This is an optimization exercise on Yosys and OpenROAD, whose aim is small area and a short achievable clock period, not a production implementation.
RTL that was checked went through simulation tests only; none was proved equivalent to the original.
No functional check of the RTL was part of runs 1, 2 and 5.
No activity file was given, so power comes from the tool's default toggle rates.

==> design.v <==
module proc ( 
   halt, imem_addr, dmem_addr, dmem_wdata, dmem_rd, dmem_wr,
   clk, rst, imem_data, dmem_rdata
   );
   input clk;
   input rst;
   output [15:0] imem_addr;
   input  [15:0] imem_data;
   output [15:0] dmem_addr;
   output [15:0] dmem_wdata;
   output        dmem_rd;
   output        dmem_wr;
   input  [15:0] dmem_rdata;
   output        halt;
   localparam [15:0] NOP = 16'h0800;
   reg [15:0] pc, if_ins, if_pc2;
   reg        if_halt;
   reg        k_inva, k_invb, k_cin, k_sum, k_andn, k_xor, k_sh, k_btr, k_seq, k_lt, k_sco, k_lbi, k_slbi;
   reg [1:0]  k_sht;
   reg        k_bnez, k_beqz, k_bltz, k_bgez;
   reg        ex_nsf, ex_jal, ex_nstu, ex_nraw;
   reg [2:0]  ex_dst;
   reg        ex_fwd, ex_m2r, ex_pcsrc, ex_rd, ex_wr, ex_pcimm, ex_jump, ex_halt, ex_link;
   reg [15:0] ex_pc2, ex_imm, ex_rd1, ex_rd2;
   reg        aM, aW, aR;           
   reg        bM, bW, bR, bI;       
   reg        dM, dW, dR;           
   reg [15:0] mem_alu, mem_rd2, mem_pc2;
   reg [2:0]  mem_dst;
   reg        mem_fwd, mem_jal, mem_nstu, mem_nraw, mem_link, mem_m2r, mem_rd, mem_wr, mem_halt, mem_bt;
   reg [15:0] wb_data, wb_pc2;
   reg [2:0]  wb_dst;
   reg        wb_fwd, wb_jal, wb_nraw, wb_link, wb_halt;
   reg [15:0] r0, r1, r2, r3, r4, r5, r6, r7;
   wire [15:0] I = if_ins;
   wire [4:0]  iop = I[15:11];
   reg        c_we, c_pcsrc, c_src2, c_pcimm, c_jump;
   reg [1:0]  c_rdst;
   reg [2:0]  c_sesel;
   always @* begin
      c_we = 1'b0; c_pcsrc = 1'b0; c_src2 = 1'b0; c_pcimm = 1'b0; c_jump = 1'b0;
      c_rdst = 2'b00; c_sesel = 3'b000;
      casez (iop)
        5'b01000, 5'b01001: begin c_rdst = 2'b01; c_sesel = 3'b010; c_we = 1'b1; end
        5'b01010, 5'b01011, 5'b101??: begin c_rdst = 2'b01; c_we = 1'b1; end
        5'b10000: begin c_sesel = 3'b010; end
        5'b10001: begin c_rdst = 2'b01; c_sesel = 3'b010; c_we = 1'b1; end
        5'b10011: begin c_rdst = 2'b10; c_sesel = 3'b010; c_we = 1'b1; end
        5'b11001: begin c_sesel = 3'b010; c_we = 1'b1; end
        5'b1101?, 5'b111??: begin c_we = 1'b1; c_src2 = 1'b1; end
        5'b011??: begin c_pcsrc = 1'b1; c_sesel = 3'b100; end
        5'b11000, 5'b10010: begin c_rdst = 2'b10; c_sesel = 3'b100; c_we = 1'b1; end
        5'b00100: begin c_pcsrc = 1'b1; c_sesel = 3'b110; c_pcimm = 1'b1; end
        5'b00101: begin c_pcsrc = 1'b1; c_sesel = 3'b100; c_jump = 1'b1; end
        5'b00110: begin c_rdst = 2'b11; c_pcsrc = 1'b1; c_sesel = 3'b110; c_we = 1'b1; c_pcimm = 1'b1; end
        5'b00111: begin c_rdst = 2'b11; c_pcsrc = 1'b1; c_sesel = 3'b100; c_we = 1'b1; c_jump = 1'b1; end
        5'b00010: begin c_rdst = 2'b01; end
        default: ;
      endcase
   end
   reg [15:0] imm;
   always @* begin
      case (c_sesel)
        3'b000:  imm = {11'b0, I[4:0]};
        3'b001:  imm = {8'b0, I[7:0]};
        3'b010:  imm = {{11{I[4]}}, I[4:0]};
        3'b100:  imm = {{8{I[7]}}, I[7:0]};
        default: imm = {{5{I[10]}}, I[10:0]};
      endcase
   end
   wire [1:0] fn = I[1:0];
   wire d_rr   = iop == 5'b11011;
   wire d_rs   = iop == 5'b11010;
   wire d_sub  = (iop == 5'b01000) | (d_rr & fn == 2'b01);
   wire d_slt  = iop == 5'b11101;
   wire d_sle  = iop == 5'b11110;
   wire d_add  = (iop == 5'b01001) | (iop == 5'b10000) | (iop == 5'b10001) | (iop == 5'b10011) |
                 (iop == 5'b00101) | (iop == 5'b00111) | (d_rr & fn == 2'b00);
   wire d_andn = (iop == 5'b01010) | (d_rr & fn == 2'b11);
   wire d_xor  = (iop == 5'b01011) | (d_rr & fn == 2'b10);
   wire d_sh   = (iop[4:2] == 3'b101) | d_rs;
   wire [1:0] d_sht = d_rs ? fn : iop[1:0];
   wire d_btr  = iop == 5'b11001;
   wire d_seq  = iop == 5'b11100;
   wire d_sco  = iop == 5'b11111;
   wire d_lbi  = iop == 5'b11000;
   wire d_slbi = iop == 5'b10010;
   wire d_br   = iop[4:2] == 3'b011;
   reg [2:0] dst_u;
   always @* begin
      case (c_rdst)
        2'b00: dst_u = I[4:2];
        2'b01: dst_u = I[7:5];
        2'b10: dst_u = I[10:8];
        default: dst_u = 3'b111;
      endcase
   end
   wire [15:0] rd2f = ({16{dM}} & mem_alu) | ({16{dW}} & wb_data) | ({16{dR}} & ex_rd2);
   wire [15:0] a    = ({16{aM}} & mem_alu) | ({16{aW}} & wb_data) | ({16{aR}} & ex_rd1);
   wire [15:0] b    = ({16{bM}} & mem_alu) | ({16{bW}} & wb_data) | ({16{bR}} & ex_rd2) | ({16{bI}} & ex_imm);
   wire [15:0] addA = a ^ {16{k_inva}};
   wire [15:0] addB = b ^ {16{k_invb}};
   wire        cin  = k_cin;
   wire [16:0] sum  = {1'b0, addA} + {1'b0, addB} + {16'b0, cin};
   wire        lt   = (a[15] == b[15]) ? sum[15] : (a[15] & ~b[15]);
   wire [3:0]  cnt   = b[3:0];
   wire [1:0]  shty  = k_sht;
   wire        right = shty[1];
   wire [3:0]  amt   = right ? (4'd0 - cnt) : cnt;
   wire [31:0] dbl   = {a, a} << amt;
   wire [15:0] rot   = dbl[31:16];
   wire [15:0] ones  = 16'hffff;
   wire [15:0] mskl  = ones << cnt;
   wire [15:0] mskr  = ones >> cnt;
   wire [15:0] shres = rot & (shty == 2'b01 ? mskl : (shty == 2'b11 ? mskr : ones));
   wire [15:0] btr;
   genvar gi;
   generate for (gi = 0; gi < 16; gi = gi + 1) begin : g_btr
      assign btr[gi] = a[15-gi];
   end endgenerate
   wire [15:0] aluout =
        ({16{k_sum}}  & sum[15:0]) |
        ({16{k_andn}} & (a & ~b)) |
        ({16{k_xor}}  & (a ^ b)) |
        ({16{k_sh}}   & shres) |
        ({16{k_btr}}  & btr) |
        ({16{k_lbi}}  & b) |
        ({16{k_slbi}} & {a[7:0], b[7:0]}) |
        {15'b0, (k_seq & (a == b)) | (k_lt & lt) | (k_sco & sum[16])};
   wire a_zero = (a == 16'b0);
   wire muxsel = (k_bnez & ~a_zero) | (k_beqz & a_zero) | (k_bltz & a[15]) | (k_bgez & ~a[15]);
   wire [15:0] target = ex_pc2 + ex_imm;
   wire hz_jal = wb_jal & (iop == 5'b10000) & (I[7:5] == 3'b111);
   wire hz_wb  = (iop != 5'b00001) & ~muxsel & wb_fwd & ((wb_dst == I[10:8]) | (wb_dst == I[7:5]));
   wire ld_stall = ex_m2r & ((ex_dst == I[7:5]) | (ex_dst == I[10:8]));
   wire isHazard = hz_jal | hz_wb | ld_stall;
   wire flush    = muxsel | isHazard;
   wire bubble_chk = muxsel | isHazard | (iop == 5'b00001);
   wire ex_kill    = mem_bt & bubble_chk;
   wire is_st      = (iop == 5'b10000) | (iop == 5'b10011);
   wire fA_d  = (iop != 5'b11000) & ~ex_kill & ex_fwd & (ex_dst == I[10:8]);
   wire fB_d  = (I[15:14] == 2'b11) & (iop != 5'b11000) & (iop != 5'b11001) & ~ex_kill & ex_fwd & (ex_dst == I[7:5]);
   wire sF_d  = is_st & (ex_dst == I[7:5]) & ~ex_nsf;
   wire fAm_d = (iop != 5'b11000) & mem_fwd & (mem_dst == I[10:8]);
   wire fBm_d = (I[15:14] == 2'b11) & (iop != 5'b11000) & mem_fwd & (mem_dst == I[7:5]);
   wire sFm_d = is_st & (mem_dst == I[7:5]) & ~mem_nstu;
   wire src2_d = ~flush & c_src2;
   wire fBs_d  = fB_d & src2_d;
   wire dM_d = sF_d;
   wire dW_d = ~sF_d & sFm_d;
   wire dR_d = ~sF_d & ~sFm_d;
   wire aM_d = fA_d;
   wire aW_d = ~fA_d & fAm_d;
   wire aR_d = ~fA_d & ~fAm_d;
   wire bM_d = fBs_d | (~fBm_d & src2_d & dM_d);
   wire bW_d = ~fBs_d & (fBm_d | (src2_d & dW_d));
   wire bR_d = ~fBs_d & ~fBm_d & src2_d & dR_d;
   wire bI_d = ~fBs_d & ~fBm_d & ~src2_d;
   reg [15:0] rf_a, rf_b;
   always @* begin
      case (I[10:8])
        3'd0: rf_a = r0; 3'd1: rf_a = r1; 3'd2: rf_a = r2; 3'd3: rf_a = r3;
        3'd4: rf_a = r4; 3'd5: rf_a = r5; 3'd6: rf_a = r6; default: rf_a = r7;
      endcase
      case (I[7:5])
        3'd0: rf_b = r0; 3'd1: rf_b = r1; 3'd2: rf_b = r2; 3'd3: rf_b = r3;
        3'd4: rf_b = r4; 3'd5: rf_b = r5; 3'd6: rf_b = r6; default: rf_b = r7;
      endcase
   end
   wire raw = (I[10:8] == wb_dst) & (I[10:8] != 3'b000) & ~wb_nraw;
   wire [15:0] rd1_d = raw ? wb_pc2 : rf_a;
   wire [15:0] pcp2 = pc + 16'd2;
   wire pcimm_u = ~isHazard & c_pcimm;
   wire jump_u  = ~isHazard & c_jump;
   wire pcsrc_u = ~isHazard & c_pcsrc;
   wire fF = ~pcimm_u & ~jump_u & ~ex_pcimm & ~ex_jump & ~muxsel & (imem_data[15:11] == 5'b00000);
   wire [15:0] ifpc_in  = (c_jump | c_pcimm | isHazard) ? if_pc2 : pcp2;
   wire [15:0] jmp_out  = ex_jump ? sum[15:0] : target;
   wire        redirect = ex_jump | ex_pcimm | muxsel;
   wire [15:0] pc_bh    = redirect ? jmp_out : ifpc_in;
   wire [15:0] pc_sel   = fF ? pc : pc_bh;
   wire [15:0] pc_m1    = (ex_pcsrc | (fA_d & pcsrc_u)) ? pc_sel : pcp2;
   wire [15:0] pc_d     = (isHazard & ~(ex_jump | ex_pcimm)) ? if_pc2 : pc_m1;
   wire [15:0] if_pc2_d = ex_jump ? pc : ifpc_in;
   wire [15:0] if_in0   = (fF & ~isHazard) ? NOP : (isHazard ? I : imem_data);
   wire        if_kill  = (ex_pcimm | ex_jump) | ((pcimm_u | jump_u) & (I[10:0] != 11'b0)) | muxsel |
                          (ex_pcimm != pcimm_u);
   wire [15:0] if_ins_d = if_kill ? NOP : if_in0;
   wire        if_halt_d = ~isHazard & fF;
   wire        rf_we = wb_fwd | wb_jal;
   wire [15:0] rf_wd = wb_link ? wb_pc2 : wb_data;
   always @(posedge clk) begin
      if (rst) begin
         pc <= 16'b0; if_ins <= 16'b0; if_halt <= 1'b0;
         ex_dst <= 3'b0;
         k_inva <= 1'b0; k_invb <= 1'b0; k_cin <= 1'b0; k_sum <= 1'b0; k_andn <= 1'b0; k_xor <= 1'b0;
         k_sh <= 1'b0; k_btr <= 1'b0; k_seq <= 1'b0; k_lt <= 1'b0; k_sco <= 1'b0; k_lbi <= 1'b0; k_slbi <= 1'b0;
         k_bnez <= 1'b0; k_beqz <= 1'b0; k_bltz <= 1'b0; k_bgez <= 1'b0;
         ex_nsf <= 1'b0; ex_jal <= 1'b0; ex_nstu <= 1'b0; ex_nraw <= 1'b0;
         ex_fwd <= 1'b0; ex_m2r <= 1'b0; ex_pcsrc <= 1'b0; ex_rd <= 1'b0; ex_wr <= 1'b0;
         ex_pcimm <= 1'b0; ex_jump <= 1'b0; ex_halt <= 1'b0; ex_link <= 1'b0;
         aM <= 1'b0; aW <= 1'b0; aR <= 1'b1;
         bM <= 1'b0; bW <= 1'b0; bR <= 1'b0; bI <= 1'b1;
         dM <= 1'b0; dW <= 1'b0; dR <= 1'b1;
         mem_dst <= 3'b0;
         mem_fwd <= 1'b0; mem_jal <= 1'b0; mem_nstu <= 1'b0; mem_nraw <= 1'b0; mem_link <= 1'b0;
         mem_m2r <= 1'b0; mem_rd <= 1'b0; mem_wr <= 1'b0; mem_halt <= 1'b0; mem_bt <= 1'b0;
         wb_dst <= 3'b0;
         wb_fwd <= 1'b0; wb_jal <= 1'b0; wb_nraw <= 1'b0; wb_link <= 1'b0; wb_halt <= 1'b0;
      end else begin
         pc      <= pc_d;
         if_ins  <= if_ins_d;
         if_halt <= if_halt_d;
         k_inva   <= ~flush & d_sub;
         k_invb   <= ~flush & (d_slt | d_sle);
         k_cin    <= ~flush & (d_sub | d_slt);
         k_sum    <= ~flush & (d_add | d_sub);
         k_andn   <= ~flush & d_andn;
         k_xor    <= ~flush & d_xor;
         k_sh     <= ~flush & d_sh;
         k_btr    <= ~flush & d_btr;
         k_seq    <= ~flush & d_seq;
         k_lt     <= ~flush & (d_slt | d_sle);
         k_sco    <= ~flush & d_sco;
         k_lbi    <= ~flush & d_lbi;
         k_slbi   <= ~flush & d_slbi;
         k_bnez   <= ~flush & d_br & (iop[1:0] == 2'b00);
         k_beqz   <= ~flush & d_br & (iop[1:0] == 2'b01);
         k_bltz   <= ~flush & d_br & (iop[1:0] == 2'b10);
         k_bgez   <= ~flush & d_br & (iop[1:0] == 2'b11);
         ex_nsf   <= flush | (iop == 5'b10000) | (iop == 5'b10001) | (iop == 5'b00001);
         ex_jal   <= ~flush & (iop == 5'b00110);
         ex_nstu  <= flush | (iop == 5'b10000) | (iop == 5'b00001);
         ex_nraw  <= ~flush & (d_br | (iop == 5'b10000) | (iop == 5'b00101) | (iop == 5'b00100));
         ex_dst   <= flush ? ((~isHazard & c_rdst == 2'b11) ? 3'b111 : 3'b000) : dst_u;
         ex_fwd   <= ~flush & c_we & (iop != 5'b00110);
         ex_m2r   <= ~flush & (iop == 5'b10001);
         ex_pcsrc <= ~flush & c_pcsrc;
         ex_rd    <= ~flush & (iop == 5'b10001);
         ex_wr    <= ~flush & is_st;
         ex_pcimm <= ~flush & c_pcimm;
         ex_jump  <= ~flush & c_jump;
         ex_halt  <= ~redirect & if_halt;
         ex_link  <= ~isHazard & (c_rdst == 2'b11);
         aM <= aM_d; aW <= aW_d; aR <= aR_d;
         bM <= bM_d; bW <= bW_d; bR <= bR_d; bI <= bI_d;
         dM <= dM_d; dW <= dW_d; dR <= dR_d;
         mem_dst  <= ex_dst;
         mem_fwd  <= ex_fwd;
         mem_jal  <= ex_jal;
         mem_nstu <= ex_nstu;
         mem_nraw <= ex_nraw;
         mem_link <= ex_link;
         mem_m2r  <= ex_m2r;
         mem_rd   <= ex_rd;
         mem_wr   <= ex_wr;
         mem_halt <= ex_halt;
         mem_bt   <= muxsel;
         wb_dst   <= mem_dst;
         wb_fwd   <= mem_fwd;
         wb_jal   <= mem_jal;
         wb_nraw  <= mem_nraw;
         wb_link  <= mem_link;
         wb_halt  <= mem_halt;
      end
   end
   always @(posedge clk) begin
         if_pc2  <= if_pc2_d;
         k_sht    <= d_sht;
         ex_pc2   <= if_pc2;
         ex_imm   <= imm;
         ex_rd1   <= rd1_d;
         ex_rd2   <= rf_b;
         mem_alu  <= aluout;
         mem_rd2  <= rd2f;
         mem_pc2  <= ex_pc2;
         wb_data  <= mem_m2r ? dmem_rdata : mem_alu;
         wb_pc2   <= mem_pc2;
   end
   wire [15:0] rf_wdr = rf_wd & {16{~rst}};
   wire [7:0]  rf_en;
   genvar gr;
   generate for (gr = 0; gr < 8; gr = gr + 1) begin : g_rfen
      assign rf_en[gr] = rst | (rf_we & (wb_dst == gr));
   end endgenerate
   always @(posedge clk) begin
      if (rf_en[0]) r0 <= rf_wdr;
      if (rf_en[1]) r1 <= rf_wdr;
      if (rf_en[2]) r2 <= rf_wdr;
      if (rf_en[3]) r3 <= rf_wdr;
      if (rf_en[4]) r4 <= rf_wdr;
      if (rf_en[5]) r5 <= rf_wdr;
      if (rf_en[6]) r6 <= rf_wdr;
      if (rf_en[7]) r7 <= rf_wdr;
   end
   assign imem_addr  = pc;
   assign dmem_addr  = mem_alu;
   assign dmem_wdata = mem_rd2;
   assign dmem_rd    = mem_rd;
   assign dmem_wr    = mem_wr;
   assign halt       = wb_halt;
endmodule
==> run.sh <==
#!/bin/bash
# synth_recipe.tcl (not shown) runs the flow's synth.tcl, then flattens the netlist and writes it again
# the make line also repeats each setting of config.mk as NAME=value (left out here)
make -C /OpenROAD-flow-scripts/flow DESIGN_CONFIG=/design/flow/config.mk WORK_HOME=/design/flow/orfs CLKGATE_MAP_FILE= SYNTH_SCRIPT=/design/flow/synth_recipe.tcl finish
==> config.mk <==
export PLATFORM = sky130hd
export DESIGN_NAME = proc
export DESIGN_NICKNAME = proc
export VERILOG_FILES = /design/flow/design.v
export SDC_FILE = /design/flow/constraint.sdc
export NUM_CORES = 4
export LEC_CHECK = 0
export CAP_MARGIN = 20
export CORE_MARGIN = 2
export CORE_UTILIZATION = 40
export SLEW_MARGIN = 20
==> constraint.sdc <==
create_clock -name core_clock -period 11.0 [get_ports {clk}]
set_input_delay 2.2000 -clock core_clock [delete_from_list [all_inputs] [get_ports {clk}]]
set_output_delay 2.2000 -clock core_clock [all_outputs]
set_load 0.01 [all_outputs]
==> results of run 1 <==
[path summary, 6_finish.rpt]
check             cells past startpoint          to  slack, ns        start
hold reg to reg                       0  wb_pc2[10]       0.33  mem_pc2[10]
setup reg to reg                      9       pc[5]       5.78           aM
setup / recovery                      9       pc[5]       5.78           aM
hold / removal                        0  wb_pc2[10]       0.33  mem_pc2[10]
[through the flow]
| step | hold slack, ns | util (%) | setup WS [ns] | area, um^2 | power, mW |
|---|---|---|---|---|---|
| 2_1_floorplan | 0.310 | - | 7.04 | 19100 | 2.47 |
| 3_3_place_gp | 0.315 | 43.1 | 6.30 | 20400 | 2.93 |
| 3_5_place_dp | 0.312 | 43.1 | 5.92 | 20400 | 2.93 |
| 4_1_cts | 0.325 | 46.2 | 5.96 | 21900 | 4.42 |
| 5_1_grt | 0.332 | 46.2 | 5.61 | 21900 | 4.61 |
| 6_report | 0.326 | 46.3 | 5.78 | 21900 | 4.43 |
[metal layers]
metal  wire, um  share of wire [%]
met5         25              0.037
met4       2230                3.3
met3       5280                7.8
met2      30200                 45
met1      29800                 44
[layout by cell type (no fill, tap or decap), types with 30 or more instances in the layout]
master             n
mux2_2            37
nand3_1           38
o21ai_0          114
dfxtp_1          246
clkbuf_16         44
a222oi_1          34
nand2_1          183
nor2b_1           34
a21oi_1          117
a22oi_1           43
xor2_1            40
mux2i_1           93
clkdlybuf4s50_1   83
nor3_1            44
xnor2_1           51
buf_4             30
edfxtp_1         128
inv_1             70
ha_1              51
nor2_1           151
[final cells by class]
type,count,area [um^2]
Multi-Input combinational cell,1367,9470
Tap cell,615,769
Clock inverter,18,224
Inverter,73,274
Clock buffer,60,1240
Timing Repair Buffer,116,1080
Sequential cell,379,8870
Antenna cell,2,5.00
Fill cell,4472,25500
[logic make-up (layout without fill, tap and decap cells)]
family                     count (synthesis)  count (layout)  synth area share (%)
adders and majority gates                 54              54                  3.65
buffers and inverters                    209             267                  4.24
and+or+nand+nor                          532             532                  12.7
other                                      0               2                     0
xor gates and xnor gates                  92              92                  4.22
AOI/OAI and AO/OA                        538             538                  19.3
muxes                                    151             151                  9.53
DFF                                      379             379                  46.4
[power by group]
part,internal [mW],total [mW],switching [mW]
logic,0.440,1.14,0.697
clock network,0.887,1.49,0.603
registers,1.63,1.80,0.172
total,2.95,4.43,1.47
[worst register-to-register path, delay by kind of cell (launching register included)]
| kind | cells | cell delay, ns |
|---|---|---|
| flops | 1 | 0.47 |
| mux | 1 | 0.38 |
| compound gates | 5 | 2.58 |
| simple gates | 3 | 1.66 |
==> results by group, run 1 <==
GRT
  • GRT Overall Usage: a little over a quarter
  • GRT Max-Usage Layer: met2
  • First-pass GRT wire length: 100000 um
  • Met2 Use GR: about two fifths
  • GR met1 Demand/Resource: 38.1%
  • Routing usage on met3: about 4.8%
  • Vias in the first global route: 15300
  • Largest net degree at the start of global routing: 61
  • Total gr overflow: 0
  • Initial antenna violation count: 3

Timing
  • Period utilisation layout: approximately 47%
  • Setup TNS: 0 ns
  • Max Transition Viols Final: 0
  • Max Clk Rate: 192 MHz
  • Fin crit period: 5.22 ns
  • Final hold violation count: 0
  • RSZ-0062 raised after global routing: false
  • Worst slew pin tran: 1.18 ns
  • Setup Skew: 0.0231 ns
  • Slew Limit Headroom: a little over a fifth
  • Setup violators final: 0

Die
  • Row count: 80
  • Core box area: between 0.04 and 0.05 mm^2
  • Die Width: approximately 220 um
  • Die height: 223 um
  • # IOs: 85
  • Starting Density: 40.3%
  • DIE AREA: 0.0495 mm^2

Placed design
  • Placed cells: around 2500
  • HPWL Detailed: 48700 um
  • RePlAce Congestion: about 0.94
  • # port buffers: 84

Pwr
  • Worst vdd rail ir drop: 0.132 mV
  • Power Density: 202 mW/mm^2
  • P_leak: roughly 8.4 nW

Setup path
  • WS Path Type: reg -> reg
  • Crit path cell chain: a222oi_1, nand4_2, nor4_4, mux2i_1, and2_1, a31oi_2, a2111oi_0, a2111o_1, a211oi_1
  • Largest stage delay, worst path: 1.02 ns
  • Worst Path Arrival: about 5.7 ns
  • CP Capture Type: flop
  • Crit start category: flop
  • CP Max Fanout: 26
  • Req. time, crit path: 11.43 ns
  • Crit path buffers/inverters: 0
  • Slowest stage cell, crit path: a222oi_1
  • Cell family with most CP delay: compound AO/OA/AOI/OAI gates

Synth
  • EDFF count, synth: about 130
  • Post-synthesis cell count: 1955
  • Cell taking the most area after synthesis: dfxtp_1
  • Synth Register Bits: approximately 380
  • Share of the synthesized area in the top cell type: between 20% and 30%
  • Count of cell types in the netlist: 74
  • Seq/Total Area, Yosys: around 46%
  • Mapped Area: 0.0191 mm^2
  • Net Count, Synth: 2043
  • FFs w/ async S/R, synth: 0%
  • Synth area leaders: dfxtp_1, edfxtp_1, mux2i_1, nand2_1, ha_1
  • Yosys warns: 1
  • Top post-synthesis cells by count: dfxtp_1, nand2_1, nor2_1, edfxtp_1, o21ai_0
  • Syn avg cell area: 9.77 um^2
  • Ys flop type: dfxtp_1
  • Top-count cell post-synth: dfxtp_1

Clocking
  • Cts repair resizes: 0
  • H-tree lvl count: 2
  • Worst-Skew Late Latency: 0.58 ns
  • Clk sink count: 379
  • Postcts setup bufs: 0
  • CTS root buffer: clkbuf_16
  • CTS Buffer Depth: 3
  • Clock slew at reported path FFs: 0.06 ns
  • Cts hold-fix bufs: 0
  • TritonCTS Buffers: 42
  • CTS tree: built

Drt
  • Routed WL per cell: roughly 26 um
  • DRC Markers: 0
  • Vias per inst: 6.11
  • Vias: roughly 16000
  • Routed Antenna Nets: 0
  • Detailed Routing Iterations Pass 1: 7
  • Routed wire length: 67600 um
  • Drt first-iter violations: 1907

Finish
  • Area growth syn-to-layout: 14.9%
  • Final Non-Filler Cells: 2630
  • Share of cells above drive strength 1: under 10%
  • Nets: between 2000 and 2500

Min path
  • Hold Crit Class: reg -> reg

Flow run
  • Max_cap viols: 0

Outcome
  • Outcome: finished clean
==> inputs of run 2 (changes only) <==
--- a/config.mk
+++ b/config.mk
@@ -7,5 +7,6 @@
 export LEC_CHECK = 0
 export CAP_MARGIN = 20
 export CORE_MARGIN = 2
-export CORE_UTILIZATION = 40
+export CORE_UTILIZATION = 60
+export SETUP_SLACK_MARGIN = 5
 export SLEW_MARGIN = 20
==> run 2 against run 1 <==
Global-route usage up 10 points. Register-to-register slack better by 0.27 ns. Die area down 33%. Fmax up 5.4%. Synthesized cell count unchanged. Largest power group unchanged. Highest routed layer is now met4.
==> results by group, run 2 <==
Drt
  • Routed Antenna Nets: 0 (unchanged)
  • Vias per inst: 6.79 (+11%)
  • Routed WL per cell: 26.0 um (+1.1%)
  • Detailed Routing Iterations Pass 1: 12 (+5)
  • Met3 WL: 6540 um (+24%)
  • Vias: 16300 (+1.4%)
  • Wl on met1: 25700 um (-14%)
  • DRC Markers: 0 (unchanged)
  • Top sig layer: met4
  • Met2 Wirelength: 27500 um (-9.2%)
  • Drt first-iter violations: 2680 (+41%)
  • Routed wire length: 62300 um (-7.7%)

Synth
  • Top post-synthesis cells by count: dfxtp_1, nand2_1, nor2_1, edfxtp_1, o21ai_0
  • Seq/Total Area, Yosys: 46.4% (unchanged)
  • Mapped Area: 0.0191 mm^2 (unchanged)
  • Yosys warns: 1 (unchanged)
  • Share of the synthesized area in the top cell type: 26.3% (unchanged)
  • EDFF count, synth: 128 (unchanged)
  • Count of cell types in the netlist: 74 (unchanged)
  • Ys flop type: dfxtp_1
  • Cell taking the most area after synthesis: dfxtp_1
  • Synth Register Bits: 379 (unchanged)
  • Top-count cell post-synth: dfxtp_1
  • Net Count, Synth: 2043 (unchanged)
  • Synth area leaders: dfxtp_1, edfxtp_1, mux2i_1, nand2_1, ha_1
  • FFs w/ async S/R, synth: 0% (unchanged)
  • Syn avg cell area: 9.77 um^2 (unchanged)
  • Post-synthesis cell count: 1955 (unchanged)

Pwr
  • Sequential power share: 41.8% (+1.1 points)
  • Combinational group share of total power: 25.6% (about the same)
  • Overall power: 4.32 mW (-2.4%)
  • P_leak: 8.29 nW (-1.2%)
  • Power Density: 201 mW/mm^2 (-0.54%)
  • Switching Power: 1.41 mW (-4.1%)
  • Sw Ratio: 32.7% (-0.55 points)
  • Clock network power share: 32.6% (-1.1 points)
  • Worst vdd rail ir drop: 0.137 mV (+3.6%)
  • Int Power: 2.91 mW (-1.6%)

Die
  • DIE AREA: 0.0333 mm^2 (-33%)
  • Die height: 182 um (-18%)
  • Row count: 65 (-19%)
  • Die Width: 182 um (-18%)
  • Core box area: 0.0315 mm^2 (-34%)
  • Starting Density: 60.7% (+20 points)
  • # IOs: 85 (unchanged)

Timing
  • Period utilisation layout: 45.0% (-2.4 points)
  • Max Clk Rate: 202 MHz (+5.4%)
  • Slew Limit Headroom: 22.7% (+1.5 points)
  • Worst slew pin tran: 1.16 ns (-0.0239 ns)
  • Setup violators final: 0 (unchanged)
  • Max Transition Viols Final: 0 (unchanged)
  • RSZ-0062 raised after global routing: false
  • Setup Skew: 0.0337 ns (+0.0107 ns)
  • Setup TNS: 0 ns (unchanged)
  • Fin crit period: 4.95 ns (-0.266 ns)
  • Final hold violation count: 0 (unchanged)

Clocking
  • CTS Buffer Depth: 3 (unchanged)
  • Worst-Skew Late Latency: 0.56 ns (-0.02 ns)
  • CTS tree: built
  • TritonCTS Buffers: 40 (-4.8%)
  • H-tree lvl count: 2 (unchanged)
  • Cts hold-fix bufs: 0 (unchanged)
  • Postcts setup bufs: 0 (unchanged)
  • Clk sink count: 379 (unchanged)
  • CTS root buffer: clkbuf_16
  • Clock slew at reported path FFs: 0.06 ns (about the same)
  • Cts repair resizes: 0 (unchanged)

Finish
  • Share of cells above drive strength 1: 8.80% (-0.68 points)
  • Nets: 2057 (-0.48%)
  • Commonest non-fill, non-tap cell in the layout: dfxtp_1
  • Most frequent cells in the layout: dfxtp_1, nand2_1, nor2_1, edfxtp_1, a21oi_1
  • Area growth syn-to-layout: 12.7%
  • Antenna cells: 0 (-2)

GRT
  • Largest net degree at the start of global routing: 60 (-1.6%)
  • Initial antenna violation count: 0 (-3)
  • Vias in the first global route: 15200 (-0.38%)
  • GRT Overall Usage: 37.3% (+10 points)
  • Total gr overflow: 0 (unchanged)
  • First-pass GRT wire length: 94200 um (-6.0%)

Setup path
  • Reg2reg start: aM
  • CP Max Fanout: 26 (unchanged)
  • Crit start category: flop
  • R2r worst-path depth: 9 (unchanged)
  • Worst Path Arrival: 5.35 ns (-0.30 ns)
  • Req. time, crit path: 11.40 ns (-0.03 ns)
  • CP Capture Type: flop
  • Register-to-register setup slack: 6.05 ns (+0.27 ns)
  • WS Path Type: reg -> reg
  • Reg2reg end: pc[5]

Placed design
  • HPWL Detailed: 44900 um (-7.7%)
  • RePlAce Congestion: 0.996 (+6.5%)
  • # port buffers: 84 (unchanged)

Flow run
  • Max_cap viols: 0 (unchanged)

Min path
  • Hold Crit Class: reg -> reg
  • WHS Path Cells: 0 (unchanged)
  • Worst hold endpoint: wb_pc2[13]
  • HP Start: mem_pc2[13]

Outcome
  • Outcome: finished clean
[run 2: cell counts after synthesis]
No cell type changed its count.
[run 2: worst max-delay path, cell delays in order (launching register included)]
cell and delay, ns:
dfxtp_1 0.47, a222oi_1 1.07, nand4_1 0.29, nor4_4 0.45
mux2i_1 0.34, and2_1 0.76, a31oi_2 0.53, a2111oi_0 0.65
a2111o_1 0.18, a211oi_1 0.07
[run 2: metrics by stage]
stage / worst slack (ns) / hold WS (ns) / instances / instance area [um^2] / utilization, %
5_1_grt: 5.74 / 0.330 / 2401 / 21500 / 68.4
4_1_cts: 6.07 / 0.327 / 2401 / 21500 / 68.3
3_5_place_dp: 6.05 / 0.314 / 2329 / 20100 / 63.9
2_1_floorplan: 7.04 / 0.310 / 1955 / 19100 / -
3_3_place_gp: 6.40 / 0.311 / 2329 / 20100 / 63.9
6_report: 6.05 / 0.326 / 2401 / 21500 / 68.4
[run 2: layer usage]
| layer | global-route usage, % | up-vias |
|---|---|---|
| met5 | 0 | - |
| met1 | 52.7 | 7787 |
| met4 | 14.1 | 0 |
| met2 | 57.4 | 1056 |
| met3 | 6.69 | 171 |
| li1 | - | 7288 |
[run 2: cells by family after synthesis]
group / after synthesis / share of synthesized area, %
muxes: 151 / 9.53
DFF: 379 / 46.4
adders and majority gates: 54 / 3.65
xor gates and xnor gates: 92 / 4.22
and+or+nand+nor: 532 / 12.7
AOI/OAI and AO/OA: 538 / 19.3
buffers and inverters: 209 / 4.24
[run 2: how the worst max path moves through the flow]
stage	start	end	slack, ns	depth (start not counted)
after floorplan	bI	pc[12]	7.04	17
after global placement	aM	pc[10]	6.40	9
after detailed placement	aM	pc[5]	6.05	9
after CTS	aM	pc[5]	6.07	9
after global routing	aM	pc[5]	5.74	9
final	aM	pc[5]	6.05	9
[run 2: power groups by stage]
stage,logic [mW],registers [mW],clock network (mW)
6_report,1.11,1.81,1.41
5_1_grt,1.19,1.82,1.47
4_1_cts,1.08,1.80,1.41
3_5_place_dp,1.07,1.83,0
3_3_place_gp,1.06,1.82,0
2_1_floorplan,0.723,1.74,0
[run 2: final cells by class]
cell class,instances,area [um^2]
clock buffer,59,1180
clock inverter,13,209
fill,2453,9950
inverter,73,274
multi-input combinational,1367,9470
sequential,379,8870
tap,402,503
timing repair buffer,108,1020
==> inputs of run 3 (changes only) <==
--- a/design.v
+++ b/design.v
@@ -127,18 +127,21 @@
         ({16{k_lbi}}  & b) |
         ({16{k_slbi}} & {a[7:0], b[7:0]}) |
         {15'b0, (k_seq & (a == b)) | (k_lt & lt) | (k_sco & sum[16])};
-   wire a_zero = (a == 16'b0);
+   wire a_zero = (aM & (mem_alu == 16'b0)) | (aW & (wb_data == 16'b0)) | (aR & (ex_rd1 == 16'b0));
    wire muxsel = (k_bnez & ~a_zero) | (k_beqz & a_zero) | (k_bltz & a[15]) | (k_bgez & ~a[15]);
    wire [15:0] target = ex_pc2 + ex_imm;
    wire hz_jal = wb_jal & (iop == 5'b10000) & (I[7:5] == 3'b111);
-   wire hz_wb  = (iop != 5'b00001) & ~muxsel & wb_fwd & ((wb_dst == I[10:8]) | (wb_dst == I[7:5]));
+   wire hz_wb0 = (iop != 5'b00001) & wb_fwd & ((wb_dst == I[10:8]) | (wb_dst == I[7:5]));
    wire ld_stall = ex_m2r & ((ex_dst == I[7:5]) | (ex_dst == I[10:8]));
-   wire isHazard = hz_jal | hz_wb | ld_stall;
-   wire flush    = muxsel | isHazard;
-   wire bubble_chk = muxsel | isHazard | (iop == 5'b00001);
+   wire isH0     = hz_jal | hz_wb0 | ld_stall;      
+   wire isH1     = hz_jal | ld_stall;               
+   wire isHazard = muxsel ? isH1 : isH0;
+   wire flush    = muxsel | isH0;
+   wire bubble_chk = flush | (iop == 5'b00001);
    wire ex_kill    = mem_bt & bubble_chk;
    wire is_st      = (iop == 5'b10000) | (iop == 5'b10011);
    wire fA_d  = (iop != 5'b11000) & ~ex_kill & ex_fwd & (ex_dst == I[10:8]);
+   wire fA_d0 = (iop != 5'b11000) & ~(mem_bt & (isH0 | (iop == 5'b00001))) & ex_fwd & (ex_dst == I[10:8]);
    wire fB_d  = (I[15:14] == 2'b11) & (iop != 5'b11000) & (iop != 5'b11001) & ~ex_kill & ex_fwd & (ex_dst == I[7:5]);
    wire sF_d  = is_st & (ex_dst == I[7:5]) & ~ex_nsf;
    wire fAm_d = (iop != 5'b11000) & mem_fwd & (mem_dst == I[10:8]);
@@ -170,23 +173,23 @@
    wire raw = (I[10:8] == wb_dst) & (I[10:8] != 3'b000) & ~wb_nraw;
    wire [15:0] rd1_d = raw ? wb_pc2 : rf_a;
    wire [15:0] pcp2 = pc + 16'd2;
-   wire pcimm_u = ~isHazard & c_pcimm;
-   wire jump_u  = ~isHazard & c_jump;
-   wire pcsrc_u = ~isHazard & c_pcsrc;
-   wire fF = ~pcimm_u & ~jump_u & ~ex_pcimm & ~ex_jump & ~muxsel & (imem_data[15:11] == 5'b00000);
-   wire [15:0] ifpc_in  = (c_jump | c_pcimm | isHazard) ? if_pc2 : pcp2;
-   wire [15:0] jmp_out  = ex_jump ? sum[15:0] : target;
+   wire pcimm_u0 = ~isH0 & c_pcimm;
+   wire jump_u0  = ~isH0 & c_jump;
+   wire pcsrc_u0 = ~isH0 & c_pcsrc;
+   wire fF0 = ~pcimm_u0 & ~jump_u0 & ~ex_pcimm & ~ex_jump & (imem_data[15:11] == 5'b00000);
+   wire [15:0] ifpc_in0 = (c_jump | c_pcimm | isH0) ? if_pc2 : pcp2;
+   wire [15:0] pc_nb0   = isH0 ? if_pc2 : ((ex_pcsrc | (fA_d0 & pcsrc_u0)) ? (fF0 ? pc : ifpc_in0) : pcp2);
+   wire [15:0] pc_br    = isH1 ? if_pc2 : target;
+   wire [15:0] pc_d     = ex_jump ? sum[15:0] : (ex_pcimm ? target : (muxsel ? pc_br : pc_nb0));
    wire        redirect = ex_jump | ex_pcimm | muxsel;
-   wire [15:0] pc_bh    = redirect ? jmp_out : ifpc_in;
-   wire [15:0] pc_sel   = fF ? pc : pc_bh;
-   wire [15:0] pc_m1    = (ex_pcsrc | (fA_d & pcsrc_u)) ? pc_sel : pcp2;
-   wire [15:0] pc_d     = (isHazard & ~(ex_jump | ex_pcimm)) ? if_pc2 : pc_m1;
-   wire [15:0] if_pc2_d = ex_jump ? pc : ifpc_in;
-   wire [15:0] if_in0   = (fF & ~isHazard) ? NOP : (isHazard ? I : imem_data);
-   wire        if_kill  = (ex_pcimm | ex_jump) | ((pcimm_u | jump_u) & (I[10:0] != 11'b0)) | muxsel |
-                          (ex_pcimm != pcimm_u);
-   wire [15:0] if_ins_d = if_kill ? NOP : if_in0;
-   wire        if_halt_d = ~isHazard & fF;
+   wire [15:0] if_pc2_d = ex_jump ? pc :
+                          ((c_jump | c_pcimm) ? if_pc2 :
+                           (muxsel ? (isH1 ? if_pc2 : pcp2) : (isH0 ? if_pc2 : pcp2)));
+   wire [15:0] if_in0   = (fF0 & ~isH0) ? NOP : (isH0 ? I : imem_data);
+   wire        if_kill0 = (ex_pcimm | ex_jump) | ((pcimm_u0 | jump_u0) & (I[10:0] != 11'b0)) |
+                          (ex_pcimm != pcimm_u0);
+   wire [15:0] if_ins_d = (muxsel | if_kill0) ? NOP : if_in0;
+   wire        if_halt_d = ~muxsel & ~isH0 & fF0;
    wire        rf_we = wb_fwd | wb_jal;
    wire [15:0] rf_wd = wb_link ? wb_pc2 : wb_data;
    always @(posedge clk) begin
@@ -232,7 +235,7 @@
          ex_jal   <= ~flush & (iop == 5'b00110);
          ex_nstu  <= flush | (iop == 5'b10000) | (iop == 5'b00001);
          ex_nraw  <= ~flush & (d_br | (iop == 5'b10000) | (iop == 5'b00101) | (iop == 5'b00100));
-         ex_dst   <= flush ? ((~isHazard & c_rdst == 2'b11) ? 3'b111 : 3'b000) : dst_u;
+         ex_dst   <= flush ? ((muxsel & ~isH1 & c_rdst == 2'b11) ? 3'b111 : 3'b000) : dst_u;
          ex_fwd   <= ~flush & c_we & (iop != 5'b00110);
          ex_m2r   <= ~flush & (iop == 5'b10001);
          ex_pcsrc <= ~flush & c_pcsrc;
@@ -241,7 +244,7 @@
          ex_pcimm <= ~flush & c_pcimm;
          ex_jump  <= ~flush & c_jump;
          ex_halt  <= ~redirect & if_halt;
-         ex_link  <= ~isHazard & (c_rdst == 2'b11);
+         ex_link  <= (muxsel ? ~isH1 : ~isH0) & (c_rdst == 2'b11);
          aM <= aM_d; aW <= aW_d; aR <= aR_d;
          bM <= bM_d; bW <= bW_d; bR <= bR_d; bI <= bI_d;
          dM <= dM_d; dW <= dW_d; dR <= dR_d;
==> run 3 against run 2 <==
Sequential cell count did not move. Still clean on timing, DRC and antenna. Power rose by 2.1%. Fmax rose by 11%. Hold slack got worse by 0.0082 ns. Synthesized cell count fell by 3.3%. Clock power fell by 9%. Count of clock-buffer cells in the layout fell by 15. Highest routed layer unchanged. Combinational power rose by 11%. Non-clock buffer count rose by 3.
==> results by group, run 3 <==
Drt
  • Vias per inst: 6.75 (-0.63%)
  • Vias: 15900 (-2.5%)
  • Drt first-iter violations: 2393 (-11%)
  • Routed wire length: 60400 um (-3.1%)
  • Routed Antenna Nets: 0 (unchanged)
  • Routed WL per cell: 25.6 um (-1.3%)
  • DRC Markers: 0 (unchanged)
  • Detailed Routing Iterations Pass 1: 9 (-3)

GRT
  • Total gr overflow: 0 (unchanged)
  • Initial antenna violation count: 0 (unchanged)
  • Largest net degree at the start of global routing: 64 (+6.7%)
  • Vias in the first global route: 15100 (-1.1%)
  • First-pass GRT wire length: 90800 um (-3.6%)
  • GRT Overall Usage: 35.7% (-1.5 points)

Synth
  • Cell taking the most area after synthesis: dfxtp_1
  • Seq/Total Area, Yosys: 47.1% (+0.63 points)
  • FFs w/ async S/R, synth: 0% (unchanged)
  • Synth Register Bits: 379 (unchanged)
  • Share of the synthesized area in the top cell type: 24.5% (-1.8 points)
  • Yosys warns: 1 (unchanged)
  • Syn avg cell area: 10.1 um^2 (+3.8%)
  • EDFF count, synth: 144 (+13%)
  • Top-count cell post-synth: dfxtp_1
  • Net Count, Synth: 1979 (-3.1%)
  • Ys flop type: dfxtp_1
  • Post-synthesis cell count: 1891 (-3.3%)
  • Top post-synthesis cells by count: dfxtp_1, nand2_1, nor2_1, edfxtp_1, a21oi_1
  • Count of cell types in the netlist: 76 (+2.7%)
  • Mapped Area: 0.0192 mm^2 (+0.43%)
  • Synth area leaders: dfxtp_1, edfxtp_1, mux2i_1, mux4_2, ha_1

Placed design
  • HPWL Detailed: 43900 um (-2.2%)
  • # port buffers: 84 (unchanged)
  • Pre-CTS WS: 6.22 ns (+0.170 ns)
  • Placed cells: 2282 (-2.0%)
  • RePlAce Congestion: 1.01 (+0.94%)

Timing
  • Final hold violation count: 0 (unchanged)
  • Setup TNS: 0 ns (unchanged)
  • Max Clk Rate: 225 MHz (+11%)
  • Worst slew pin tran: 1.12 ns (-0.0418 ns)
  • Fin crit period: 4.45 ns (-0.502 ns)
  • RSZ-0062 raised after global routing: false
  • Setup Skew: 0.0497 ns (+0.0160 ns)
  • Worst Setup Slack, final: 6.55 ns (+0.502 ns)
  • Setup violators final: 0 (unchanged)
  • Max Transition Viols Final: 0 (unchanged)
  • Slew Limit Headroom: 25.5% (+2.8 points)
  • Period utilisation layout: 40.5% (-4.6 points)

Setup path
  • Req. time, crit path: 11.43 ns (+0.03 ns)
  • CP Max Fanout: 17 (-35%)
  • Worst Path Arrival: 4.88 ns (-0.47 ns)
  • Reg2reg end: mem_alu[3]
  • CP Capture Type: flop
  • Reg2reg start: bM
  • R2r worst-path depth: 16 (+7)
  • Setup crit end: mem_alu[3]
  • Critical path launch point: bM
  • Register-to-register setup slack: 6.55 ns (+0.50 ns)
  • WS Path Type: reg -> reg
  • Crit path cell chain: a22oi_1, nand2_1, buf_4, clkinv_1, ha_1, inv_1, ha_1, nor2b_1, a31oi_2, buf_4, mux2i_1, mux2i_1, mux2_2, or2_0, a221o_1, o2111ai_1
  • Slowest stage cell, crit path: dfxtp_1
  • Critical Path Stages: 16 (+7)
  • Crit path buffers/inverters: 4 (+4)
  • Largest stage delay, worst path: 0.72 ns (-0.35 ns)
  • Crit start category: flop
  • Cell family with most CP delay: buffers and inverters

Die
  • Starting Density: 60.8% (+0.11 points)
  • Core box area: 0.0316 mm^2 (+0.26%)
  • DIE AREA: 0.0334 mm^2 (+0.42%)
  • # IOs: 85 (unchanged)
  • Die height: 183 um (+0.21%)
  • Die Width: 183 um (+0.21%)
  • Row count: 65 (unchanged)

Finish
  • Area growth syn-to-layout: 12.3%
  • Final Non-Filler Cells: 2357 (-1.8%)
  • Most frequent cells in the layout: dfxtp_1, nand2_1, nor2_1, edfxtp_1, a21oi_1
  • Share of cells above drive strength 1: 9.26% (+0.45 points)
  • Commonest non-fill, non-tap cell in the layout: dfxtp_1
  • Nets: 2011 (-2.2%)
  • Antenna cells: 0 (unchanged)

Clocking
  • TritonCTS Buffers: 40 (unchanged)
  • CTS root buffer: clkbuf_16
  • Postcts setup bufs: 0 (unchanged)
  • Cts hold-fix bufs: 0 (unchanged)
  • Cts repair resizes: 0 (unchanged)
  • CTS Buffer Depth: 3 (unchanged)
  • Worst-Skew Late Latency: 0.56 ns (about the same)
  • Clk sink count: 379 (unchanged)
  • H-tree lvl count: 2 (unchanged)
  • CTS tree: built
  • Clock slew at reported path FFs: 0.07 ns (about the same)

Pwr
  • P_leak: 8.49 nW (+2.5%)
  • Worst vdd rail ir drop: 0.160 mV (+17%)
  • Power Density: 205 mW/mm^2 (+2.0%)
  • Overall power: 4.41 mW (+2.1%)

Min path
  • Hold Crit Class: reg -> reg

Outcome
  • Outcome: finished clean

Flow run
  • Max_cap viols: 0 (unchanged)
run 3: final cells by class:
class / count / area [um^2]
fillers: 2488 / 10000
multi-input cells: 1296 / 9340
flip-flops and latches: 379 / 9030
repair buffers: 111 / 1040
clock buffers: 44 / 1040
well taps: 402 / 503
inverters: 95 / 357
clock inverters: 30 / 228
run 3: worst min path at each step:
stage	start	to	slack, ns	depth (start not counted)
global placement	mem_pc2[12]	wb_pc2[12]	0.31	0
finish	mem_pc2[7]	wb_pc2[7]	0.32	0
global route	mem_pc2[7]	wb_pc2[7]	0.32	0
floorplan	mem_pc2[0]	wb_pc2[0]	0.31	0
CTS	mem_pc2[7]	wb_pc2[7]	0.31	0
detailed placement	mem_pc2[1]	wb_pc2[1]	0.31	0
run 3: stage by stage:
stage                     util, %  cell area (um^2)  hold slack, ns
after detailed placement     64.2             20300           0.312
after CTS                    68.2             21500           0.313
after floorplan                 -             19200           0.310
after global routing         68.3             21500           0.319
after global placement       64.2             20300           0.311
final                        68.3             21500           0.318
run 3: cell families after synthesis:
logic type,Yosys count,share of synthesized area [%]
AO/OA/AOI/OAI,444,16.0
XOR/XNOR,102,4.66
adder cells (fa/ha/maj),54,3.64
buffers and inverters,216,4.51
flip-flops,379,47.1
multiplexers,165,10.9
AND/OR/NAND/NOR,531,13.3
run 3: metal layers:
layer / part of all wire (%) / global-route usage (%) / up-vias / wire length, um
met5: 0 / 0 / - / 0
met4: 4.1 / 13.9 / 0 / 2470
met1: 40 / 49.8 / 7615 / 24200
li1: - / - / 7080 / -
met3: 11 / 6.20 / 165 / 6670
met2: 45 / 56.0 / 1042 / 27000
run 3: worst register-to-register path: stages (launching register included):
cell and delay, ns:
dfxtp_1 0.72, a22oi_1 0.18, nand2_1 0.11, buf_4 0.30
clkinv_1 0.37, ha_1 0.33, inv_1 0.06, ha_1 0.12
nor2b_1 0.05, a31oi_2 0.35, buf_4 0.36, mux2i_1 0.30
mux2i_1 0.13, mux2_2 0.31, or2_0 0.20, a221o_1 0.34
o2111ai_1 0.10
run 3: where the power goes:
part | internal, mW | total (mW) | leakage (nW) | switching, mW
Sequential | 1.67 | 1.88 | 3.44 | 0.215
Clock | 0.717 | 1.29 | 0.623 | 0.575
Combinational | 0.500 | 1.23 | 4.43 | 0.734
Total | 2.89 | 4.41 | 8.49 | 1.52
==> inputs of run 4 (changes only) <==
--- a/config.mk
+++ b/config.mk
@@ -5,8 +5,8 @@
 export SDC_FILE = /design/flow/constraint.sdc
 export NUM_CORES = 4
 export LEC_CHECK = 0
-export CAP_MARGIN = 20
+export CAP_MARGIN = 60
 export CORE_MARGIN = 2
 export CORE_UTILIZATION = 60
 export SETUP_SLACK_MARGIN = 5
-export SLEW_MARGIN = 20
+export SLEW_MARGIN = 60
==> run 4 against run 3 <==
Utilization up 1.2 points. Die area unchanged. Global-route usage up 0.14 points. Power grew 2.4%. Synthesized area did not move. Clock power grew 7%. Sequential share of layout area fell by 0.58 points. Clock skew decreased by 0.036 ns. Critical path type unchanged. Highest routed layer unchanged.
==> results by group, run 4 <==
GRT
  • Total gr overflow: 0 (unchanged)
  • Initial antenna violation count: 0 (unchanged)
  • Vias in the first global route: 15200 (+1.1%)
  • GRT Overall Usage: 35.9% (+0.14 points)
  • First-pass GRT wire length: 91300 um (+0.52%)
  • Largest net degree at the start of global routing: 64 (unchanged)

Setup path
  • Req. time, crit path: 11.45 ns (+0.02 ns)
  • WS Path Type: reg -> reg
  • Register-to-register setup slack: 6.78 ns (+0.23 ns)
  • CP Max Fanout: 17 (unchanged)
  • CP Capture Type: flop
  • R2r worst-path depth: 16 (unchanged)
  • Worst Path Arrival: 4.67 ns (-0.21 ns)
  • Crit start category: flop

Die
  • Starting Density: 60.8% (unchanged)
  • Core box area: 0.0316 mm^2 (unchanged)
  • # IOs: 85 (unchanged)
  • Row count: 65 (unchanged)
  • Die height: 183 um (unchanged)
  • DIE AREA: 0.0334 mm^2 (unchanged)
  • Die Width: 183 um (unchanged)

Finish
  • Register area: 0.00907 mm^2 (+0.35%)
  • Antenna cells: 0 (unchanged)
  • Share of cells above drive strength 1: 12.4% (+3.1 points)
  • Fillers: 2392 (-3.9%)
  • Commonest non-fill, non-tap cell in the layout: dfxtp_1
  • Area growth syn-to-layout: 14.2%
  • Most frequent cells in the layout: dfxtp_1, nand2_1, edfxtp_1, nor2_1, a21oi_1
  • Utilization after layout: 69.5% (+1.2 points)
  • Design Area, Final: 0.0219 mm^2 (+1.7%)
  • Nets: 2021 (+0.50%)
  • Multi-input combinational cell area: 0.00950 mm^2 (+1.7%)

Clocking
  • CTS root buffer: clkbuf_16
  • Postcts setup bufs: 0 (unchanged)
  • Worst-Skew Late Latency: 0.54 ns (-0.02 ns)
  • CTS tree: built
  • Cts hold-fix bufs: 0 (unchanged)
  • CTS Buffer Depth: 3 (unchanged)
  • Cts repair resizes: 0 (unchanged)
  • H-tree lvl count: 2 (unchanged)
  • TritonCTS Buffers: 39 (-2.5%)
  • Clk sink count: 379 (unchanged)
  • Clock slew at reported path FFs: 0.07 ns (about the same)

Outcome
  • Outcome: finished clean

Timing
  • Period utilisation layout: 38.4% (-2.1 points)
  • Slew Limit Headroom: 59.6% (+34 points)
  • Setup TNS: 0 ns (unchanged)
  • Final hold violation count: 0 (unchanged)
  • Max Clk Rate: 237 MHz (+5.4%)
  • Setup Skew: 0.0138 ns (-0.0359 ns)
  • RSZ-0062 raised after global routing: false
  • Setup violators final: 0 (unchanged)
  • Fin crit period: 4.22 ns (-0.226 ns)
  • Worst slew pin tran: 0.602 ns (-0.515 ns)
  • Max Transition Viols Final: 0 (unchanged)

Min path
  • Hold Crit Class: reg -> reg
  • WHS Path Cells: 0 (unchanged)

Drt
  • Detailed Routing Iterations Pass 1: 9 (unchanged)
  • Routed WL per cell: 25.6 um (about the same)
  • DRC Markers: 0 (unchanged)
  • Routed wire length: 60600 um (+0.34%)
  • Routed Antenna Nets: 0 (unchanged)
  • Vias: 15900 (-0.19%)
  • Drt first-iter violations: 2440 (+2.0%)
  • Vias per inst: 6.71 (-0.53%)

Synth
  • Yosys warns: 1 (unchanged)
  • Synth area leaders: dfxtp_1, edfxtp_1, mux2i_1, mux4_2, ha_1
  • Count of cell types in the netlist: 76 (unchanged)
  • Ys flop type: dfxtp_1
  • Top-count cell post-synth: dfxtp_1
  • Net Count, Synth: 1979 (unchanged)
  • Synth Register Bits: 379 (unchanged)
  • Top post-synthesis cells by count: dfxtp_1, nand2_1, nor2_1, edfxtp_1, a21oi_1
  • Cell taking the most area after synthesis: dfxtp_1
  • EDFF count, synth: 144 (unchanged)
  • Post-synthesis cell count: 1891 (unchanged)
  • Share of the synthesized area in the top cell type: 24.5% (unchanged)
  • Mapped Area: 0.0192 mm^2 (unchanged)
  • FFs w/ async S/R, synth: 0% (unchanged)
  • Syn avg cell area: 10.1 um^2 (unchanged)
  • Seq/Total Area, Yosys: 47.1% (unchanged)

Pwr
  • Worst vdd rail ir drop: 0.171 mV (+6.7%)
  • Power Density: 206 mW/mm^2 (+0.59%)
  • Overall power: 4.51 mW (+2.4%)
  • P_leak: 8.62 nW (+1.5%)

Placed design
  • DP Area: 0.0205 mm^2 (+1.1%)
  • RePlAce Congestion: 1.01 (unchanged)
  • HPWL Detailed: 44100 um (+0.33%)
  • # port buffers: 84 (unchanged)

Flow run
  • Max_cap viols: 0 (unchanged)
run 4: cell counts after synthesis:
Identical to the previous run, type by type.
run 4: path summary, 6_finish.rpt:
kind | start | end
setup / recovery | mem_alu[0] | mem_alu[3]
hold / removal | mem_pc2[13] | wb_pc2[13]
setup reg to reg | mem_alu[0] | mem_alu[3]
hold reg to reg | mem_pc2[13] | wb_pc2[13]
run 4: report_power, final:
group	leakage [nW]	total [mW]	internal [mW]	switching, mW
Sequential	3.45	1.89	1.67	0.218
Combinational	4.53	1.25	0.510	0.741
Clock	0.643	1.38	0.810	0.565
Total	8.62	4.51	2.99	1.52
run 4: cell families (layout without fill, tap and decap cells):
family	count (synthesis)	in the layout	share of synthesized area, %
adders and majority gates	54	54	3.64
DFF	379	379	47.1
AOI/OAI and AO/OA	444	444	16.0
xor gates and xnor gates	102	102	4.66
buffers and inverters	216	288	4.51
and+or+nand+nor	531	531	13.3
muxes	165	165	10.9
run 4: stage by stage:
stage | hold slack (ns) | std cells | worst slack [ns]
5_1_grt | 0.334 | 2365 | 6.57
6_report | 0.324 | 2365 | 6.78
4_1_cts | 0.327 | 2360 | 6.70
3_5_place_dp | 0.312 | 2289 | 6.58
2_1_floorplan | 0.310 | 1891 | 7.13
3_3_place_gp | 0.311 | 2282 | 6.31
run 4: area by class of cell:
type,count,share of cell area [%]
clock inverter,20,1.20
multi-input combinational,1296,43.4
clock buffer,51,4.85
timing repair buffer,122,5.30
tap,402,2.29
inverter,95,1.64
sequential,379,41.4
run 4: worst max-delay path, cell delays in order, from the launching register on:
cell	delay, ns
dfxtp_1	0.57
a22oi_1	0.15
nand2_1	0.10
buf_4	0.29
clkinv_1	0.36
ha_1	0.34
inv_1	0.06
ha_1	0.12
nor2b_1	0.05
a31oi_2	0.36
buf_4	0.35
mux2i_1	0.27
mux2i_1	0.13
mux2_2	0.31
or2_0	0.20
a221o_1	0.34
o2111ai_1	0.10
run 4: routing by layer:
metal / share of wire, % / global-route usage [%]
met5: 0 / 0
met4: 4.0 / 13.3
met2: 45 / 56.9
met1: 40 / 49.3
met3: 11 / 6.79
==> inputs of run 5 (changes only) <==
--- a/design.v
+++ b/design.v
@@ -106,8 +106,9 @@
    wire [3:0]  cnt   = b[3:0];
    wire [1:0]  shty  = k_sht;
    wire        right = shty[1];
-   wire [3:0]  amt   = right ? (4'd0 - cnt) : cnt;
-   wire [31:0] dbl   = {a, a} << amt;
+   wire [15:0] a_pre = right ? {a[14:0], a[15]} : a;
+   wire [3:0]  amt   = cnt ^ {4{right}};
+   wire [31:0] dbl   = {a_pre, a_pre} << amt;
    wire [15:0] rot   = dbl[31:16];
    wire [15:0] ones  = 16'hffff;
    wire [15:0] mskl  = ones << cnt;
@@ -135,7 +136,6 @@
    wire ld_stall = ex_m2r & ((ex_dst == I[7:5]) | (ex_dst == I[10:8]));
    wire isH0     = hz_jal | hz_wb0 | ld_stall;      
    wire isH1     = hz_jal | ld_stall;               
-   wire isHazard = muxsel ? isH1 : isH0;
    wire flush    = muxsel | isH0;
    wire bubble_chk = flush | (iop == 5'b00001);
    wire ex_kill    = mem_bt & bubble_chk;
--- a/config.mk
+++ b/config.mk
@@ -8,5 +8,6 @@
 export CAP_MARGIN = 60
 export CORE_MARGIN = 2
 export CORE_UTILIZATION = 60
+export CTS_BUF_LIST = sky130_fd_sc_hd__clkbuf_8
 export SETUP_SLACK_MARGIN = 5
 export SLEW_MARGIN = 60
==> run 5 against run 4 <==
Combinational power hardly changed. Non-clock buffer count is 18 higher. Hold slack better by 0.0021 ns. Cell count is 3.8% higher. Sequential share of layout area is 0.44 points lower. Final area is 1.1% higher. Register-to-register slack worse by 0.11 ns. Sequential power hardly changed. Critical path depth is 7 lower. Critical endpoint is now pc[7]. Largest power group unchanged.
==> results by group, run 5 <==
Outcome
  • Outcome: finished clean

GRT
  • Largest net degree at the start of global routing: 58 (-9.4%)
  • Total gr overflow: 0 (unchanged)
  • GRT Overall Usage: 36.7% (+0.81 points)
  • Vias in the first global route: 15800 (+3.7%)
  • Initial antenna violation count: 0 (unchanged)
  • First-pass GRT wire length: 94000 um (+3.0%)

Drt
  • Drt first-iter violations: 2797 (+15%)
  • Detailed Routing Iterations Pass 1: 11 (+2)
  • Vias: 16600 (+4.5%)
  • Routed WL per cell: 25.3 um (-1.2%)
  • DRC Markers: 0 (unchanged)
  • Routed Antenna Nets: 0 (unchanged)
  • Vias per inst: 6.75 (+0.64%)
  • Routed wire length: 62100 um (+2.5%)

Setup path
  • CP Max Fanout: 18 (+1)
  • Worst Path Arrival: 5.11 ns (+0.44 ns)
  • WS Path Type: in -> reg
  • CP Capture Type: flop
  • Crit start category: input port
  • Req. time, crit path: 11.56 ns (+0.11 ns)
  • Reg2reg start: mem_alu[0]
  • Reg2reg end: pc[14]
  • R2r worst-path depth: 13 (-3)
  • Register-to-register setup slack: 6.67 ns (-0.11 ns)

Clocking
  • Clock slew at reported path FFs: 0.06 ns (about the same)
  • Worst-Skew Late Latency: 0.67 ns (+0.13 ns)
  • CTS root buffer: clkbuf_8
  • H-tree lvl count: 2 (unchanged)
  • Cts hold-fix bufs: 0 (unchanged)
  • CTS Buffer Depth: 3 (unchanged)
  • CTS tree: built
  • Clk sink count: 379 (unchanged)
  • TritonCTS Buffers: 61 (+56%)
  • Postcts setup bufs: 0 (unchanged)
  • Cts repair resizes: 0 (unchanged)

Timing
  • Setup violators final: 0 (unchanged)
  • Worst Setup Slack, final: 6.46 ns (-0.321 ns)
  • Max Transition Viols Final: 0 (unchanged)
  • Worst slew pin tran: 0.576 ns (-0.0256 ns)
  • Setup TNS: 0 ns (unchanged)
  • Setup Skew: 0.0339 ns (+0.0201 ns)
  • RSZ-0062 raised after global routing: false
  • Final hold violation count: 0 (unchanged)
  • Hold WS: 0.326 ns (+0.00207 ns)
  • Slew Limit Headroom: 61.2% (+1.6 points)
  • Max Clk Rate: 220 MHz (-7.1%)
  • Period utilisation layout: 41.3% (+2.9 points)
  • Fin crit period: 4.54 ns (+0.321 ns)

Die
  • DIE AREA: 0.0339 mm^2 (+1.3%)
  • Die height: 184 um (+0.63%)
  • # IOs: 85 (unchanged)
  • Row count: 65 (unchanged)
  • Core box area: 0.0317 mm^2 (+0.52%)
  • Starting Density: 61.3% (+0.47 points)
  • Die Width: 184 um (+0.63%)

Pwr
  • Overall power: 4.48 mW (-0.77%)
  • Worst vdd rail ir drop: 0.128 mV (-25%)
  • P_leak: 8.53 nW (-1.1%)
  • Power Density: 202 mW/mm^2 (-1.8%)

Placed design
  • Pre-CTS WS: 5.76 ns (-0.818 ns)
  • # port buffers: 84 (unchanged)
  • HPWL Detailed: 44400 um (+0.66%)
  • RePlAce Congestion: 0.964 (-4.2%)

Min path
  • Hold Crit Class: reg -> reg
  • WHS Path Cells: 0 (unchanged)
  • HP Start: mem_pc2[7]
  • Worst hold endpoint: wb_pc2[7]

Finish
  • Utilization after layout: 69.8% (+0.37 points)
  • Multi-input combinational cell area: 0.00971 mm^2 (+2.1%)
  • Share of cells above drive strength 1: 15.0% (+2.6 points)
  • Area growth syn-to-layout: 14.0%
  • Commonest non-fill, non-tap cell in the layout: dfxtp_1
  • Register area: 0.00906 mm^2 (about the same)
  • Fillers: 2385 (-0.29%)
  • Nets: 2087 (+3.3%)
  • Most frequent cells in the layout: dfxtp_1, nand2_1, edfxtp_1, a21oi_1, nor2_1
  • Antenna cells: 0 (unchanged)

Synth
  • Yosys warns: 1 (unchanged)
  • Syn avg cell area: 10.0 um^2 (-1.0%)
  • Net Count, Synth: 2019 (+2.0%)
  • Synth Register Bits: 379 (unchanged)
  • Ys flop type: dfxtp_1
  • Mapped Area: 0.0194 mm^2 (+1.3%)
  • Post-synthesis cell count: 1935 (+2.3%)
  • Synth area leaders: dfxtp_1, edfxtp_1, xnor2_1, nand2_1, a21oi_1
  • Count of cell types in the netlist: 96 (+26%)
  • FFs w/ async S/R, synth: 0% (unchanged)
  • Top post-synthesis cells by count: dfxtp_1, nand2_1, edfxtp_1, a21oi_1, nor2_1
  • Cell taking the most area after synthesis: dfxtp_1
  • Top-count cell post-synth: dfxtp_1
  • Seq/Total Area, Yosys: 46.4% (-0.60 points)
  • EDFF count, synth: 144 (unchanged)
  • Share of the synthesized area in the top cell type: 24.2% (-0.31 points)

Flow run
  • Max_cap viols: 0 (unchanged)
-- run 5: cell types whose count changed after synthesis, moves of 14 or more --
cell | previous run | this run
a21oi_1 | 96 | 127
nor2_1 | 146 | 123
mux2i_1 | 91 | 61
xnor2_1 | 59 | 76
inv_1 | 91 | 70
xor2_1 | 43 | 29
o21ai_0 | 80 | 98
clkbuf_1 | 80 | 95
nand2_1 | 152 | 174
-- run 5: cell families after synthesis --
kind of cell / after synthesis / share of synthesized area [%]
AOI/OAI and AO/OA: 548 / 19.5
xor gates and xnor gates: 106 / 4.81
adders and majority gates: 50 / 3.33
buffers and inverters: 212 / 4.44
DFF: 379 / 46.4
muxes: 128 / 8.64
and+or+nand+nor: 512 / 12.8
-- run 5: report_power, final --
part | switching, mW | total (mW) | leakage (nW) | internal, mW
Combinational | 0.739 | 1.27 | 4.33 | 0.529
Sequential | 0.230 | 1.90 | 3.44 | 1.67
Clock | 0.580 | 1.31 | 0.756 | 0.734
Total | 1.55 | 4.48 | 8.53 | 2.93
-- run 5: how the worst max path moves through the flow --
stage / to / from / cells after the start / slack, ns
5_1_grt: pc[14] / mem_alu[0] / 13 / 6.31
2_1_floorplan: pc[7] / imem_data[12] / 8 / 6.70
3_3_place_gp: pc[7] / imem_data[12] / 9 / 5.81
4_1_cts: pc[7] / imem_data[12] / 9 / 6.48
6_report: pc[7] / imem_data[12] / 9 / 6.46
3_5_place_dp: pc[7] / imem_data[12] / 9 / 5.76
-- run 5: final cells by class --
class / instances / area share [%]
clock buffers: 78 / 4.85
clock inverters: 35 / 1.23
flip-flops and latches: 379 / 40.9
repair buffers: 140 / 5.61
well taps: 402 / 2.27
inverters: 77 / 1.30
multi-input cells: 1344 / 43.8
-- run 5: critical path: stages --
cell             delay, ns
clkdlybuf4s50_1       0.41
or4_1                 0.55
or3_1                 0.37
or3_1                 0.41
nor3_2                0.15
nand4_2               0.39
nand2_1               0.30
a211oi_1              0.07
a22o_1                0.25
-- run 5: metrics by stage --
stage,instance area (um^2),instances
3_5_place_dp,20700,2340
4_1_cts,22100,2453
5_1_grt,22200,2455
6_report,22200,2455
2_1_floorplan,19400,1935
3_3_place_gp,20600,2328
-- run 5: per-layer routing --
metal | part of all wire [%] | track usage, % | wire length [um]
met5 | 0 | 0 | 0
met1 | 41 | 51.0 | 25500
met3 | 11 | 8.44 | 6890
met2 | 44 | 56.0 | 27400
met4 | 3.7 | 13.8 | 2300

re-timing with driven ports:
No port has a modelled driver above. Below, the same layouts with a new extraction and two added sets of constraints.
Step 1, drivers: a clkbuf_16 drives clk and a buf_2 each remaining input, both assumed.
Step 2, shift: input delay + t, output delay - t, t = (earliest + latest rising clock arrival at the registers) / 2. This alone moves slack from input paths to output paths.
a / b / c = ideal / step 1 / step 2; a / b = the first two.
run	shift t [ns]	setup WS [ns]	cell pins on the clock port's net
run 1	0.629	5.782 / 5.782 / 5.782	1
run 2	0.594	6.048 / 6.048 / 6.048	1
run 3	0.591	6.550 / 6.516 / 6.203	1
run 4	0.585	6.776 / 6.776 / 6.530	1
run 5	0.703	6.455 / 6.484 / 5.782	1
After both steps every run listed still meets setup and hold. The setup slack of run 5, which loses most, moves by +0.029 ns with the drivers and by -0.673 ns with both steps.
